This design comes from an exercise in tuning for small area, a short achievable clock period and few clock cycles per item on the open sky130 flow, not from production work. Function was checked by simulation only, so behaviour that the tests miss may differ from the original.

==> flow/design.v <==
`timescale 1ns / 1ps
module hash (
    input  logic         clk,
    input  logic         rst_n,
    input  logic         rx_valid,
    input  logic [7:0]   rx_data,
    output logic         hash_done,
    output logic [255:0] fin_hash
);
  localparam logic [31:0] IV0 = 32'h6a09e667, IV1 = 32'hbb67ae85,
                          IV2 = 32'h3c6ef372, IV3 = 32'ha54ff53a,
                          IV4 = 32'h510e527f, IV5 = 32'h9b05688c,
                          IV6 = 32'h1f83d9ab, IV7 = 32'h5be0cd19;
  logic       recv;       
  logic       gen;        
  logic [5:0] cnt;        
  logic [5:0] w;          
  logic       wf;         
  logic       done;
  logic       fresh;      
  logic in_byte, in_term, wr, term, put, newword, shift, start, last;
  assign in_byte = rx_valid && (rx_data != 8'h0d);
  assign in_term = rx_valid && (rx_data == 8'h0d);
  assign wr      = in_byte && !gen;           
  assign term    = in_term && recv;           
  assign start   = in_byte && !recv && !gen;  
  assign put     = wr || term;                
  assign newword = (cnt[1:0] == 2'd0);
  assign last    = (w == 6'd63);
  logic r63, r62;                             
  assign r63     = wf && last;
  assign r62     = wf && (w == 6'd62);
  assign shift   = (put && newword) || (gen && !last);
  always_ff @(posedge clk or negedge rst_n)
    if (!rst_n) begin
      recv <= 1'b0;
      gen  <= 1'b0;
      cnt  <= '0;
      w    <= '0;
      wf   <= 1'b0;
      done <= 1'b0;
      fresh <= 1'b1;
    end else begin
      fresh <= 1'b0;
      done <= wf && last;
      wf   <= 1'b0;
      if (gen) begin
        if (!last) begin
          w  <= w + 6'd1;
          wf <= 1'b1;
        end else begin
          gen <= 1'b0;
          cnt <= '0;
        end
      end else if (term) begin
        recv <= 1'b0;
        gen  <= 1'b1;
        w    <= cnt[5:2];
        wf   <= 1'b1;
      end else if (wr) begin
        recv <= 1'b1;
        cnt  <= cnt + 6'd1;
        w    <= cnt[5:2];
        wf   <= (cnt[1:0] == 2'd3);
      end
    end
  logic [31:0] W [0:15];
  logic [31:0] sched, genword;
  logic [31:0] w1s, w1c, w2s, w2c;
  logic [7:0]  pbyte;
  assign {w1c, w1s} = csa(W[9], W[0], ssig0(W[1]));
  assign {w2c, w2s} = csa(w1s, w1c, ssig1(W[14]));
  assign sched   = w2s + w2c;
  assign genword = (w[5:4] != 2'b00 || w[3:0] == 4'd15) ? sched :
                   (w[3:0] == 4'd14) ? {23'd0, cnt, 3'd0} : 32'd0;
  assign pbyte   = term ? 8'h80 : rx_data;
  always_ff @(posedge clk) begin
    if (shift)
      for (int i = 0; i < 15; i++) W[i] <= W[i+1];
    if (gen) begin
      if (!last) W[15] <= genword;
    end else if (put) begin
      for (int j = 0; j < 4; j++) begin
        if (cnt[1:0] == 2'(j))
          W[15][31-8*j -: 8] <= pbyte;
        else if (newword)
          W[15][31-8*j -: 8] <= 8'd0;
      end
    end
  end
  logic [31:0] k;
  always_ff @(posedge clk) k <= ROM(gen ? w + 6'd1 : cnt[5:2]);
  logic [31:0] a, b, c, d, e, f, g, h;
  logic [31:0] s1, chv, s0, mj, an, en;
  logic [31:0] p1s, p1c, p2s, p2c, b1s, b1c, a2s, a2c, a3s, a3c;
  logic [31:0] e1s, e1c, e2s, e2c, e3s, e3c;
  assign s1  = bsig1(e);
  assign chv = ch(e, f, g);
  assign s0  = bsig0(a);
  assign mj  = maj(a, b, c);
  assign {p1c, p1s} = csa(h, k, W[15]);
  assign {p2c, p2s} = csa(p1s, p1c, mj);
  assign {b1c, b1s} = csa(s1, chv, s0);
  assign {a2c, a2s} = csa(p2s, p2c, b1s);
  assign {a3c, a3s} = csa(a2s, a2c, b1c);
  assign an = a3s + a3c;
  assign {e1c, e1s} = csa(p1s, p1c, d);
  assign {e2c, e2s} = csa(e1s, e1c, s1);
  assign {e3c, e3s} = csa(e2s, e2c, chv);
  assign en = e3s + e3c;
  always_ff @(posedge clk) begin
    if (done || fresh) begin
      a <= IV0; b <= IV1; c <= IV2; d <= IV3;
      e <= IV4; f <= IV5; g <= IV6; h <= IV7;
    end else if (wf) begin
      a <= an;
      b <= a + (r63 ? IV1 : 32'd0);
      c <= b + (r63 ? IV2 : 32'd0);
      d <= c + (r63 ? IV3 : r62 ? IV4 - IV0 : 32'd0);
      e <= en;
      f <= e + (r63 ? IV5 : 32'd0);
      g <= f + (r63 ? IV6 : 32'd0);
      h <= g + (r63 ? IV7 : 32'd0);
    end
  end
  assign hash_done = done;
  assign fin_hash  = {a, b, c, d, e, f, g, h};
  function automatic logic [63:0] csa(input logic [31:0] x, y, z);
    csa = {((x & y) | (x & z) | (y & z)) << 1, x ^ y ^ z};
  endfunction
  function automatic logic [31:0] rotr(input logic [31:0] x, input int n);
    rotr = (x >> n) | (x << (32 - n));
  endfunction
  function automatic logic [31:0] bsig0(input logic [31:0] x);
    bsig0 = rotr(x, 2) ^ rotr(x, 13) ^ rotr(x, 22);
  endfunction
  function automatic logic [31:0] bsig1(input logic [31:0] x);
    bsig1 = rotr(x, 6) ^ rotr(x, 11) ^ rotr(x, 25);
  endfunction
  function automatic logic [31:0] ssig0(input logic [31:0] x);
    ssig0 = rotr(x, 7) ^ rotr(x, 18) ^ (x >> 3);
  endfunction
  function automatic logic [31:0] ssig1(input logic [31:0] x);
    ssig1 = rotr(x, 17) ^ rotr(x, 19) ^ (x >> 10);
  endfunction
  function automatic logic [31:0] ch(input logic [31:0] x, y, z);
    ch = (x & y) ^ (~x & z);
  endfunction
  function automatic logic [31:0] maj(input logic [31:0] x, y, z);
    maj = (x & y) ^ (x & z) ^ (y & z);
  endfunction
  function automatic logic [31:0] ROM(input logic [5:0] idx);
    case (idx)
      6'd0: ROM = 32'h428a2f98;
      6'd1: ROM = 32'h71374491;
      6'd2: ROM = 32'hb5c0fbcf;
      6'd3: ROM = 32'he9b5dba5;
      6'd4: ROM = 32'h3956c25b;
      6'd5: ROM = 32'h59f111f1;
      6'd6: ROM = 32'h923f82a4;
      6'd7: ROM = 32'hab1c5ed5;
      6'd8: ROM = 32'hd807aa98;
      6'd9: ROM = 32'h12835b01;
      6'd10: ROM = 32'h243185be;
      6'd11: ROM = 32'h550c7dc3;
      6'd12: ROM = 32'h72be5d74;
      6'd13: ROM = 32'h80deb1fe;
      6'd14: ROM = 32'h9bdc06a7;
      6'd15: ROM = 32'hc19bf174;
      6'd16: ROM = 32'he49b69c1;
      6'd17: ROM = 32'hefbe4786;
      6'd18: ROM = 32'h0fc19dc6;
      6'd19: ROM = 32'h240ca1cc;
      6'd20: ROM = 32'h2de92c6f;
      6'd21: ROM = 32'h4a7484aa;
      6'd22: ROM = 32'h5cb0a9dc;
      6'd23: ROM = 32'h76f988da;
      6'd24: ROM = 32'h983e5152;
      6'd25: ROM = 32'ha831c66d;
      6'd26: ROM = 32'hb00327c8;
      6'd27: ROM = 32'hbf597fc7;
      6'd28: ROM = 32'hc6e00bf3;
      6'd29: ROM = 32'hd5a79147;
      6'd30: ROM = 32'h06ca6351;
      6'd31: ROM = 32'h14292967;
      6'd32: ROM = 32'h27b70a85;
      6'd33: ROM = 32'h2e1b2138;
      6'd34: ROM = 32'h4d2c6dfc;
      6'd35: ROM = 32'h53380d13;
      6'd36: ROM = 32'h650a7354;
      6'd37: ROM = 32'h766a0abb;
      6'd38: ROM = 32'h81c2c92e;
      6'd39: ROM = 32'h92722c85;
      6'd40: ROM = 32'ha2bfe8a1;
      6'd41: ROM = 32'ha81a664b;
      6'd42: ROM = 32'hc24b8b70;
      6'd43: ROM = 32'hc76c51a3;
      6'd44: ROM = 32'hd192e819;
      6'd45: ROM = 32'hd6990624;
      6'd46: ROM = 32'hf40e3585;
      6'd47: ROM = 32'h106aa070;
      6'd48: ROM = 32'h19a4c116;
      6'd49: ROM = 32'h1e376c08;
      6'd50: ROM = 32'h2748774c;
      6'd51: ROM = 32'h34b0bcb5;
      6'd52: ROM = 32'h391c0cb3;
      6'd53: ROM = 32'h4ed8aa4a;
      6'd54: ROM = 32'h5b9cca4f;
      6'd55: ROM = 32'h682e6ff3;
      6'd56: ROM = 32'h748f82ee;
      6'd57: ROM = 32'h78a5636f;
      6'd58: ROM = 32'h84c87814;
      6'd59: ROM = 32'h8cc70208;
      6'd60: ROM = 32'h90befffa;
      6'd61: ROM = 32'ha4506ceb;
      6'd62: ROM = 32'hbef9a3f7;
      6'd63: ROM = 32'hc67178f2 + 32'h6a09e667;  
      default: ROM = 32'h0;
    endcase
  endfunction
endmodule
export LEC_CHECK = 0
export CAP_MARGIN = 20
export CORE_MARGIN = 2
export CORE_UTILIZATION = 60
export CTS_BUF_LIST = sky130_fd_sc_hd__clkbuf_16
export CTS_CLUSTER_DIAMETER = 80
export CTS_CLUSTER_SIZE = 20
export PLACE_DENSITY = 0.72
export SLEW_MARGIN = 20
export TNS_END_PERCENT = 5
create_clock -name core_clock -period 11.0 [get_ports {clk}]
standard.sh (not shown) runs the stock make flow with config.mk's settings and CLKGATE_MAP_FILE= SYNTH_SCRIPT=/design/flow/synth_recipe.tcl, a recipe that flattens the netlist after the stock synthesis.
==> flow/flow/run.sh <==
#!/bin/bash
# Standard ORFS layout, with setup repair aimed below the clock period and
# small port buffers.
set -euo pipefail
bash standard.sh SETUP_SLACK_MARGIN=6.0 'BUFFER_PORTS_ARGS=-buffer_cell sky130_fd_sc_hd__buf_1' finish > orfs_flow.log 2>&1
Testbench counts at the start, summed over its fixed seeds: cycles 16,640, items 192.
Edit:
==> flow/flow/run.sh (replaced) <==
#!/bin/bash
# Standard ORFS layout, with setup repair aimed below the clock period and
# small port buffers.
set -euo pipefail
bash standard.sh SETUP_SLACK_MARGIN=6.5 'BUFFER_PORTS_ARGS=-buffer_cell sky130_fd_sc_hd__buf_1' finish > orfs_flow.log 2>&1
- CORE_UTILIZATION: 60 -> 55
- PLACE_DENSITY: 0.72 -> default
What happened: Via count grows by 0.51%; design area climbs by about 2.2%; cell count came out higher by 2.7%; clock-buffer cell count is unchanged; setup slack got worse by 0.040 ns; non-clock buffer count goes up by 53.


wip/raven:
RTL: the design.v shown in full above, as it stands there.
export LEC_CHECK = 0
export CAP_MARGIN = 20
export CORE_MARGIN = 2
export CORE_UTILIZATION = 55
export CTS_BUF_LIST = sky130_fd_sc_hd__clkbuf_16
export CTS_CLUSTER_DIAMETER = 80
export CTS_CLUSTER_SIZE = 20
export SLEW_MARGIN = 20
export TNS_END_PERCENT = 5
create_clock -name core_clock -period 11.0 [get_ports {clk}]
==> flow/flow/run.sh <==
#!/bin/bash
# Standard ORFS layout, with setup repair aimed below the clock period and
# small port buffers.
set -euo pipefail
bash standard.sh SETUP_SLACK_MARGIN=7.0 'BUFFER_PORTS_ARGS=-buffer_cell sky130_fd_sc_hd__buf_1' finish > orfs_flow.log 2>&1
Testbench counts of wip/raven, summed over its fixed seeds: cycles 16,640, items 192.
Setup changes, wip/raven to wip/tundra
Settings: CORE_UTILIZATION now 60, was 55; CTS_BUF_LIST now sky130_fd_sc_hd__clkbuf_8 sky130_fd_sc_hd__clkbuf_16, was sky130_fd_sc_hd__clkbuf_16; CTS_CLUSTER_SIZE now 16, was 20; CTS_CLUSTER_DIAMETER now 70, was 80.
==> flow/flow/run.sh <==
#!/bin/bash
# Standard ORFS layout, with setup repair aimed below the clock period and
# small port buffers.
set -euo pipefail
bash standard.sh SETUP_SLACK_MARGIN=6.0 'BUFFER_PORTS_ARGS=-buffer_cell sky130_fd_sc_hd__buf_1' finish > orfs_flow.log 2>&1
## What came out
From wip/tundra to wip/raven, flop and latch count out of synthesis did not move at all.
Compared to wip/raven, wip/tundra has clock buffer and inverter area fraction after layout 1.1 points higher.
Comparing wip/tundra against wip/raven, there is no change at all in DRC violation count after routing.
Any difference in final weighted congestion in routability-driven placement between wip/tundra and wip/raven is small enough to ignore.
On wip/tundra: worst-skew pair later-pin latency is 0.04 ns lower than what wip/raven gave.
wip/raven → wip/tundra: overall global routing resource usage went up, design area went down.
Relative to wip/tundra, the following input files were edited for wip/harbor:
Settings: a change of CORE_UTILIZATION from 60 to 55; a change of CTS_BUF_LIST from sky130_fd_sc_hd__clkbuf_8 sky130_fd_sc_hd__clkbuf_16 to sky130_fd_sc_hd__clkbuf_16; a change of CTS_CLUSTER_SIZE from 16 to 20; a deleted TNS_END_PERCENT that had been 5; a change of CTS_CLUSTER_DIAMETER from 70 to 80.
## What came out
Diff wip/tundra and wip/harbor: first-pass GRT wire length lower in wip/harbor. wip/tundra → wip/harbor: area taken by flip-flops and latches picked up an extra about 0.36%, cell count rose by about 2%. wip/harbor ended up with a higher area overhead of the layout relative to synthesis than wip/tundra did. Setup slack: wip/harbor less than wip/tundra. wip/harbor falls short of wip/tundra in overall die area. Number of placed cells counting well taps ended up 109 higher on wip/harbor than on wip/tundra. Relative to wip/tundra, the post-route fraction of the period consumed by the critical path of wip/harbor is higher by 0.17 points. Both conditions hold for wip/harbor: the flow ran to the end and the final layout passed the timing, DRC and antenna checks.
--- input diff wip/harbor..wip/onyx ---
Settings: CORE_UTILIZATION changed from 55 to 60; TNS_END_PERCENT newly set to 5.
- Sort wip/harbor and wip/onyx by floorplan core area asc -> top: wip/onyx
- Compared with wip/harbor, in wip/onyx net count of the finished layout went down 25; via count now sits higher; highest clock rate saw an increase; share of cells above drive strength 1 lost 1.8 points.


Starts from the design.v that is shown in full above.
export LEC_CHECK = 0
export CAP_MARGIN = 20
export CORE_MARGIN = 2
export CORE_UTILIZATION = 55
export CTS_BUF_LIST = sky130_fd_sc_hd__clkbuf_16
export CTS_CLUSTER_DIAMETER = 80
export CTS_CLUSTER_SIZE = 20
export SLEW_MARGIN = 20
create_clock -name core_clock -period 11.0 [get_ports {clk}]
==> flow/flow/run.sh <==
#!/bin/bash
# Standard ORFS layout, with setup repair aimed below the clock period and
# small port buffers.
set -euo pipefail
bash standard.sh SETUP_SLACK_MARGIN=5.5 'BUFFER_PORTS_ARGS=-buffer_cell sky130_fd_sc_hd__buf_1' finish > orfs_flow.log 2>&1
Testbench counts at the start, summed over its fixed seeds: cycles 16,640, items 192.
Next try:
==> flow/flow/run.sh (replaced) <==
#!/bin/bash
# Standard ORFS layout, with setup repair aimed below the clock period and
# small port buffers.
set -euo pipefail
bash standard.sh SETUP_SLACK_MARGIN=6.5 'BUFFER_PORTS_ARGS=-buffer_cell sky130_fd_sc_hd__buf_1' finish > orfs_flow.log 2>&1
CTS_CLUSTER_DIAMETER = 100   (was 80)
CTS_CLUSTER_SIZE = 30   (was 20)
Outcome: The new run ran to the end with no violations. Register-to-register slack gets better by 0.24 ns. Cell area climbs by 4.6%. Clock skew climbs by 0.010 ns. Cell count climbs by 1.5%. Synthesized area stays the same. Routed wire length climbs by 2.7%.


## rev 12
hash, a different RTL version from the one above (not shown whole).
Size in the first run: about 4,500 cells after synthesis, roughly 830 flip-flops, roughly 270 I/O pins, ~49,000 sq um of cells after synthesis.
export LEC_CHECK = 0
export CAP_MARGIN = 20
export CORE_MARGIN = 2
export CORE_UTILIZATION = 40
export SLEW_MARGIN = 20
create_clock -name core_clock -period 11.0 [get_ports {clk}]
run.sh (not shown) runs the stock make flow with config.mk's settings and CLKGATE_MAP_FILE= SYNTH_SCRIPT=/design/flow/synth_recipe.tcl, a recipe that flattens the netlist after the stock synthesis.
Stock flow here: none of the scripts above is used.
Testbench counts of rev 12, summed over its fixed seeds: cycles 17,024, items 192.
The following lists how rev 13 was set up differently from rev 12:
- an added SETUP_SLACK_MARGIN of 5
Findings:
- Rev 13: all stages complete, timing, DRC and antenna checks passed
- Rev 12 leaves less setup margin than rev 13.
- As of rev 13, routed via count had risen slightly compared to rev 12.
- Summary of rev 13 over rev 12: count of buffer and inverter cells on the critical path grew by 2, critical path depth was more or less identical, count of fill cells added during filler insertion now sits lower.


Another version of the RTL of hash (not shown whole).
Size: roughly 4400 cells after synthesis, about 820 flip-flops, roughly 0.048 mm² of cells after synthesis.
==> flow/config.mk <==
export PLATFORM = sky130hd
export DESIGN_NAME = hash
export DESIGN_NICKNAME = hash
export VERILOG_FILES = /design/flow/design.v
export SDC_FILE = /design/flow/constraint.sdc
export NUM_CORES = 4
export LEC_CHECK = 0
export CAP_MARGIN = 20
export CORE_MARGIN = 2
export CORE_UTILIZATION = 55
export CTS_BUF_LIST = sky130_fd_sc_hd__clkbuf_8
export SLEW_MARGIN = 20
==> flow/constraint.sdc <==
create_clock -name core_clock -period 11.0 [get_ports {clk}]
set_input_delay 2.2000 -clock core_clock [delete_from_list [all_inputs] [get_ports {clk}]]
set_output_delay 2.2000 -clock core_clock [all_outputs]
set_load 0.01 [all_outputs]
standard.sh (not shown) runs the stock make flow with config.mk's settings and CLKGATE_MAP_FILE= SYNTH_SCRIPT=/design/flow/synth_recipe.tcl, a recipe that flattens the netlist after the stock synthesis.
==> flow/flow/run.sh <==
#!/bin/bash
# Standard ORFS layout, with setup repair aimed below the clock period and
# small port buffers.
set -euo pipefail
bash standard.sh SETUP_SLACK_MARGIN=6.5 'BUFFER_PORTS_ARGS=-buffer_cell sky130_fd_sc_hd__buf_1' finish > orfs_flow.log 2>&1
Testbench counts at the start, summed over its fixed seeds: cycles 16,640, items 192.
Edit:
==> flow/flow/run.sh (replaced) <==
#!/bin/bash
# Standard ORFS layout, with setup repair aimed below the clock period and
# small port buffers.
set -euo pipefail
bash standard.sh SETUP_SLACK_MARGIN=7.5 'BUFFER_PORTS_ARGS=-buffer_cell sky130_fd_sc_hd__buf_1' finish > orfs_flow.log 2>&1
CORE_UTILIZATION = 65   (was 55)
CTS_BUF_LIST = sky130_fd_sc_hd__clkbuf_16   (was sky130_fd_sc_hd__clkbuf_8)
CTS_CLUSTER_DIAMETER = 100   (was default)
CTS_CLUSTER_SIZE = 30   (was default)
Outcome:
- The changed run never finished: it broke off in global routing (GRT-0232)
- synthesized cell count stays the same
- synthesized area is unchanged

[static timing again, ports no longer ideal]
The results above use ideal ports. As a check the final layouts listed here were re-extracted and re-timed, cells and wires unchanged.
Step 1 assumes that a clkbuf_16 drives the clock port and a buf_2 every other input.
Step 2, shift: input delay + t, output delay - t, t = (earliest + latest rising clock arrival at the registers) / 2. This alone moves slack from input paths to output paths.
a / b / c = ideal ports / drivers / drivers and shift; a / b = the first two.
| run | t, ns | slack for setup (ns) | cell pins on the clock port's net |
|---|---|---|---|
| the first run of note 1 | 0.731 | 5.892 / 5.892 / 5.276 | 1 |
| the second run of note 1 | 0.740 | 5.852 / 5.852 / 5.381 | 1 |
| wip/raven | 0.736 | 5.877 / 5.877 / 5.846 | 1 |
| wip/tundra | 0.703 | 5.869 / 5.869 / 5.468 | 1 |
| wip/harbor | 0.734 | 5.851 / 5.851 / 5.732 | 1 |
| wip/onyx | 0.727 | 5.881 / 5.881 / 5.470 | 1 |
| the first run of note 3 | 0.732 | 5.636 / 5.636 / 5.142 | 1 |
| the second run of note 3 | 0.709 | 5.880 / 5.880 / 5.880 | 1 |
| rev 12 | 0.738 | 4.158 / 4.086 / 4.818 | 1 |
| rev 13 | 0.725 | 5.001 / 4.934 / 5.141 | 1 |
| the first run of note 5 | 0.885 | 5.104 / 5.031 / 5.607 | 1 |
After both steps setup and hold are still met in every run listed. For the first run of note 1, which loses most, drivers alone change the setup slack by 0.000 ns; drivers and shift together by -0.616 ns.
